Source: an optimization exercise on an open RTL-to-GDS flow (aim: small area, a short achievable clock period and few clock cycles per item). Production flows keep margins and buffers that such runs may drop.
Only simulation tests tie the RTL to the original design; equivalence was not proved.

JK:
// keccak
module keccak(clk, reset, in, in_ready, is_last, byte_num, buffer_full, out, out_ready);
    input              clk, reset;
    input      [63:0]  in;
    input              in_ready, is_last;
    input      [2:0]   byte_num;
    output             buffer_full;
    output     [511:0] out;
    output             out_ready;
    wire       [63:0]  lane;
    wire       [8:0]   sel, gv;
    wire               pad_now, gp, run, hold;
    wire       [575:0] buf_q;
    wire       [4:0]   rnd;
    wire      [1599:0] state;
    padder
      padder_ (clk, reset, in, in_ready, is_last, byte_num, buffer_full,
               lane, sel, pad_now, buf_q, gv, gp, rnd, run, hold, out_ready);
    f_permutation
      f_permutation_ (clk, lane, sel, pad_now, buf_q, gv, gp, rnd, run, hold, state);
    genvar w, b;
    generate
      for (w = 0; w < 8; w = w + 1) begin : L0
        for (b = 0; b < 8; b = b + 1) begin : L1
          assign out[511 - 64*w - 8*b -: 8] = state[64*w + 8*b +: 8];
        end
      end
    endgenerate
endmodule
Size: about 2200 flip-flops, about 140000 um2 of cells after synthesis.
export LEC_CHECK = 0
export ABC_CLOCK_PERIOD_IN_PS = 4000
export CAP_MARGIN = 20
export CORE_MARGIN = 2
export CORE_UTILIZATION = 25
export CTS_CLUSTER_DIAMETER = 100
export CTS_CLUSTER_SIZE = 24
export GPL_ROUTABILITY_DRIVEN = 1
export GPL_TIMING_DRIVEN = 1
export PLACE_DENSITY = 0.35
export SETUP_SLACK_MARGIN = 5
export SLEW_MARGIN = 25
create_clock -name core_clock -period 9.0 [get_ports {clk}]
standard.sh (not shown) runs the stock make flow with config.mk's settings and CLKGATE_MAP_FILE= SYNTH_SCRIPT=/design/flow/synth_recipe.tcl, a recipe that flattens the netlist after the stock synthesis.
==> flow/flow/run.sh <==
#!/bin/bash
# The standard flow (the standard.sh make command and settings) with
# three changes: the 3-input XOR/XNOR cells are not used (two 2-input ones
# are smaller and as fast), the port buffers are buf_4 cells rather than the
# default pick, and timing repair may change a cell's footprint.
set -euo pipefail
PDU=$(sed -n '/export DONT_USE_CELLS += /,/^#/p' "$FLOW_HOME/platforms/sky130hd/config.mk" | grep -o 'sky130_fd_sc_hd__[A-Za-z0-9_]*' | tr '\n' ' ')
X3="sky130_fd_sc_hd__xnor3_1 sky130_fd_sc_hd__xnor3_2 sky130_fd_sc_hd__xnor3_4 sky130_fd_sc_hd__xor3_1 sky130_fd_sc_hd__xor3_2 sky130_fd_sc_hd__xor3_4"
sed -e "s#\"\\\${@:-finish}\"#'DONT_USE_CELLS=$PDU $X3' MATCH_CELL_FOOTPRINT=0 'BUFFER_PORTS_ARGS=-buffer_cell sky130_fd_sc_hd__buf_4' \"\${@:-finish}\"#" \
    standard.sh > layout.sh
grep -q 'MATCH_CELL_FOOTPRINT=0' layout.sh
bash layout.sh finish > layout.log 2>&1
test -s out/final.def
Every stage of the flow completed for JK, and the final layout passed the timing, DRC and antenna checks.
Testbench counts of JK, summed over its fixed seeds: cycles 22,651, messages 320.
Changes in MS relative to JK:
- CAP_MARGIN changed from 20 to 30
- CTS_CLUSTER_SIZE changed from 24 to 30
- SLEW_MARGIN changed from 25 to 40
==> flow/flow/run.sh <==
#!/bin/bash
# The standard layout, with two changes: the port buffers are buf_4 cells
# rather than the default pick, and timing repair may change a cell's
# footprint (so it can resize the port buffers too).
set -euo pipefail
bash standard.sh synth > synth.log 2>&1
sed -e 's#"\${@:-finish}"#MATCH_CELL_FOOTPRINT=0 "BUFFER_PORTS_ARGS=-buffer_cell sky130_fd_sc_hd__buf_4" "${@:-finish}"#' \
    standard.sh > layout.sh
grep -q 'MATCH_CELL_FOOTPRINT=0' layout.sh
bash layout.sh finish > layout.log 2>&1
test -s out/final.def
[summary]
A start point of the critical path of f_permutation_.out[207] is what MS shows, while f_permutation_.out[348] belongs to JK.
Per the comparison of MS with JK, number of standard cells after synthesis up 370, final cycle utilization of the critical path lower.
Cmp MS vs JK: sequential element share of the synthesized area lower in MS
Comparing MS and JK, the lower flip-flop and latch share of the layout cell area was measured on MS.
--- input diff MS..AL ---
- removing CTS_CLUSTER_DIAMETER (formerly 100)
- removing CTS_CLUSTER_SIZE (formerly 30)
==> flow/flow/run.sh <==
#!/bin/bash
# The standard flow (the standard.sh make command and settings) with
# three changes: the 3-input XOR/XNOR cells are not used (two 2-input ones
# are smaller and as fast), the port buffers are buf_4 cells rather than the
# default pick, and timing repair may change a cell's footprint.
set -euo pipefail
PDU=$(sed -n '/export DONT_USE_CELLS += /,/^#/p' "$FLOW_HOME/platforms/sky130hd/config.mk" | grep -o 'sky130_fd_sc_hd__[A-Za-z0-9_]*' | tr '\n' ' ')
X3="sky130_fd_sc_hd__xnor3_1 sky130_fd_sc_hd__xnor3_2 sky130_fd_sc_hd__xnor3_4 sky130_fd_sc_hd__xor3_1 sky130_fd_sc_hd__xor3_2 sky130_fd_sc_hd__xor3_4"
sed -e "s#\"\\\${@:-finish}\"#'DONT_USE_CELLS=$PDU $X3' MATCH_CELL_FOOTPRINT=0 'BUFFER_PORTS_ARGS=-buffer_cell sky130_fd_sc_hd__buf_4' \"\${@:-finish}\"#" \
    standard.sh > layout.sh
grep -q 'MATCH_CELL_FOOTPRINT=0' layout.sh
bash layout.sh finish > layout.log 2>&1
test -s out/final.def
Notes after the runs:
Between MS and AL, the flow reports routed wire length decreasing by a little under 10%. | total number of placement rows | AL vs MS | 21 lower |. AL leaves less setup margin than MS.
diff inputs: AL => TR
- setting CTS_CLUSTER_SIZE to 30 for the first time
- setting CTS_CLUSTER_DIAMETER to 100 for the first time
Results
Relative to AL, clock-pin slew of the registers on the worst-case setup and hold paths has increased by 0.04 ns in TR. In terms of sum of met2 wire segment lengths after detailed routing, TR and AL differ only marginally. Of the two candidates, AL has the worse via count and TR the better one. Diff AL -> TR: global-route usage over all layers was more or less identical; number of cell instances on the worst register-to-register path down 1; slew at the pin closest to its max-slew limit shows an increase of 0.047 ns; routed length on met3 went down by about 4.4%. Note that the count of clock-buffer cells in the layout recorded for TR amounts to 0.39 times the value seen in AL. Looking at area growth from synthesis to layout, TR sits 3.0 points lower than AL does.
The inputs of PW differ from those of TR as listed below.
- changing CTS_CLUSTER_SIZE from 30 to 20
- changing CTS_CLUSTER_DIAMETER from 100 to 80
--- outcome ---
From the logs: PW reached the end of the flow and failed the layout checks with capacitance limit, slew limit. Via count in PW is 648 higher than in TR. Compared PW vs TR, and final area is up in PW. Summary of PW over TR: final wirelength shows no meaningful change.

-- port drivers added, routing unchanged --
Ports are ideal in the flow. The routed layouts listed here were re-timed in OpenROAD.
Step 1 sets driving cells, clkbuf_16 on the clock port and buf_2 on the other inputs (assumed; they add their load-dependent delay and slew).
Step 2 adds t to the input delays and takes it off the output delays; t is the mean of the earliest and latest rising clock arrival at the registers after step 1. Input paths then give back, and output paths get back, about the clock's delay inside the block.
Three values: ideal, step 1, step 2; two values: the first two.
| run | shift t [ns] | setup slack, ns | hold slack, ns | worst register clock-pin slew, ns | worst data-port slew with drivers (ns) |
|---|---|---|---|---|---|
| JK | 1.135 | 4.799 / 4.799 / 4.049 | 0.464 / 0.464 / 0.464 | 0.12 / 0.12 | 0.09 |
| MS | 1.159 | 5.013 / 4.863 / 4.095 | 0.467 / 0.467 / 0.467 | 0.12 / 0.12 | 0.11 |
| AL | 1.168 | 4.927 / 4.927 / 3.998 | 0.455 / 0.455 / 0.455 | 0.07 / 0.07 | 0.09 |
| TR | 1.138 | 4.891 / 4.891 / 4.011 | 0.462 / 0.462 / 0.462 | 0.12 / 0.12 | 0.09 |
| PW | 1.145 | 4.850 / 4.850 / 4.001 | 0.461 / 0.461 / 0.461 | 0.10 / 0.10 | 0.09 |
For AL, which loses most, drivers alone change the setup slack by 0.000 ns; drivers and shift together by -0.929 ns.
